Context: an optimization exercise on an open-source flow, tuned for small area and a short achievable clock period. The choices shown serve that exercise and are no tape-out recipe.

==> build 10: inputs <==
==> flow/design.v (excerpt) <==
module FFT64 #(
    parameter width = 16
) (
    input                           clk,
    input                           rst_n,
    input                           di_en,
    input       signed  [width-1:0] di_re,
    input       signed  [width-1:0] di_img,
    output reg                      do_en,
    output reg  signed  [width-1:0] do_re,
    output reg  signed  [width-1:0] do_img
);
make LEC_CHECK=0 CAP_MARGIN=20 CORE_MARGIN=2 CORE_UTILIZATION=40 SLEW_MARGIN=20 SYNTH_HIERARCHICAL=1 SYNTH_MINIMUM_KEEP_SIZE=0 finish   # period 11.0 ns
run.sh (not shown) runs the stock make flow with config.mk's settings and CLKGATE_MAP_FILE= SYNTH_SCRIPT=/design/flow/synth_recipe.tcl, a recipe that flattens the netlist after the stock synthesis.
==> trial 28: changes against build 10 <==
--- a/flow/design.v
+++ b/flow/design.v
@@ -49,18 +49,19 @@
 always @(posedge clk or negedge rst_n) begin
     if (!rst_n) begin
         started <= 1'b0;
         cnt     <= 6'd0;
         f1      <= 1'b0;
-        do_en   <= 1'b0;
     end else begin
         started <= started | di_en;
         if (started) cnt <= cnt + 6'd1;
         if (started && cnt == 6'd63) f1 <= 1'b1;
-        if (f1 && cnt == 6'd54) do_en <= 1'b1;
     end
 end
+always @(posedge clk) begin
+    do_en <= rst_n & (do_en | (f1 && cnt == 6'd54));
+end
 reg [15:0] in_re, in_img;
 always @(posedge clk) begin
     in_re  <= di_re;
     in_img <= di_img;
 end
==> flow/flow/run.sh (new file) <==
#!/bin/bash
# Standard ORFS flow (the standard.sh) with a tighter timing-repair target,
# plain buffers on the ports and larger clock-tree sink clusters.
bash standard.sh SETUP_SLACK_MARGIN=7.3 "BUFFER_PORTS_ARGS=-buffer_cell sky130_fd_sc_hd__buf_2" CTS_CLUSTER_SIZE=32 CTS_CLUSTER_DIAMETER=60 finish > standard.log 2>&1
==> flow/standard.sh (new file) <==
#!/bin/bash
# synth_recipe.tcl (not shown) runs the flow's synth.tcl, then flattens the netlist and writes it again
# the make line also repeats each setting of config.mk as NAME=value (left out here)
make -C /OpenROAD-flow-scripts/flow DESIGN_CONFIG=/design/flow/config.mk WORK_HOME=/design/flow/orfs CLKGATE_MAP_FILE= SYNTH_SCRIPT=/design/flow/synth_recipe.tcl "${@:-finish}"
removed: flow/run.sh
==> trial 15: changes against build 10 <==
--- a/flow/design.v
+++ b/flow/design.v
@@ -49,18 +49,19 @@
 always @(posedge clk or negedge rst_n) begin
     if (!rst_n) begin
         started <= 1'b0;
         cnt     <= 6'd0;
         f1      <= 1'b0;
-        do_en   <= 1'b0;
     end else begin
         started <= started | di_en;
         if (started) cnt <= cnt + 6'd1;
         if (started && cnt == 6'd63) f1 <= 1'b1;
-        if (f1 && cnt == 6'd54) do_en <= 1'b1;
     end
 end
+always @(posedge clk) begin
+    do_en <= rst_n & (do_en | (f1 && cnt == 6'd54));
+end
 reg [15:0] in_re, in_img;
 always @(posedge clk) begin
     in_re  <= di_re;
     in_img <= di_img;
 end
==> flow/flow/run.sh (new file) <==
#!/bin/bash
# Standard ORFS flow (the standard.sh) with a tighter timing-repair target,
# plain buffers on the ports and larger clock-tree sink clusters.
bash standard.sh SETUP_SLACK_MARGIN=7.3 "BUFFER_PORTS_ARGS=-buffer_cell sky130_fd_sc_hd__buf_2" CTS_CLUSTER_SIZE=24 CTS_CLUSTER_DIAMETER=100 finish > standard.log 2>&1
==> flow/standard.sh (new file) <==
#!/bin/bash
# synth_recipe.tcl (not shown) runs the flow's synth.tcl, then flattens the netlist and writes it again
# the make line also repeats each setting of config.mk as NAME=value (left out here)
make -C /OpenROAD-flow-scripts/flow DESIGN_CONFIG=/design/flow/config.mk WORK_HOME=/design/flow/orfs CLKGATE_MAP_FILE= SYNTH_SCRIPT=/design/flow/synth_recipe.tcl "${@:-finish}"
- CORE_UTILIZATION: 40 -> 55
removed: flow/run.sh
==> summary of the runs <==
In synthesized cell count, build 10 and trial 28 hardly differ.
The highest via count belongs to build 10, the lowest to trial 15.
In flip-flop and latch count, build 10 and trial 15 do not differ.
Of build 10 and trial 28, trial 28 has the higher critical path depth (gap 4).
Trial 28 finished clean. Build 10 finished with timing, DRC and antenna clean. Trial 15 completed without violations.
In area after synthesis, trial 15 and build 10 hardly differ.
Register-to-register slack, lowest first: build 10, trial 28, trial 15.
The lowest die area belongs to trial 15, the highest to trial 28.
Routed wire length, lowest first: trial 15, build 10, trial 28.
==> figures <==
item                                                                trial 15   trial 28   build 10
Data arrival time of the critical path                               4.32 ns    4.40 ns    5.18 ns
Antenna diodes                                                             6         10         10
Synth Area in Compound Gates                                          0.0743     0.0743     0.0738
Worst Path Max Fanout                                                     18          3         23
Multi-input gates                                                       5472       5472       5477
DR WL met2                                                         126000 µm  132000 µm  133000 µm
GRT Overall Usage                                                      0.218      0.162      0.164
Final core utilization                                                 0.593      0.448      0.456
Most used cell along the critical path                                  fa_1          -       fa_1
Outcome                                     no timing/DRC/antenna violations  no timing/DRC/antenna violations  no timing/DRC/antenna violations
Share of the clock period used by the worst path                       0.329      0.333      0.400
Count of inverters not on the clock network in the layout                820        822        815
Signal buf overhead                                                   0.0111    0.00991    0.00836
Fmax                                                                 276 MHz    273 MHz    227 MHz
Router iterations before antenna repair                                    9          6          8
Post-synthesis average cell area                                    12.5 µm²   12.5 µm²   12.5 µm²
GR Util met1                                                           0.308      0.217      0.217
Fraction of post-synthesis cell area in the top cell type by area      0.604      0.604      0.604
Inserted Clock Buffers                                                   198        266        384
No functional check of the RTL was part of any run of this note.

[what the ideal ports hide]
In the flow no input, the clock included, has a driving cell. The finished layouts below were timed again as built, in two steps. Step 1 sets driving cells, clkbuf_16 on the clock port and buf_2 on the other inputs (assumed; they add their load-dependent delay and slew). Step 2, shift: input delay + t, output delay - t, t = (earliest + latest rising clock arrival at the registers) / 2. This alone moves slack from input paths to output paths. a / b / c = ideal / step 1 / step 2; a / b = the first two.
run | t, ns | slack for setup (ns) | clock arrival spread, ns
build 10 | 1.028 | 6.599 / 6.599 / 6.599 | 0.085 / 0.085
trial 28 | 1.004 | 7.334 / 7.272 / 7.334 | 0.114 / 0.114
trial 15 | 0.954 | 7.380 / 7.315 / 7.380 | 0.116 / 0.116
After both steps every run listed still meets setup and hold.
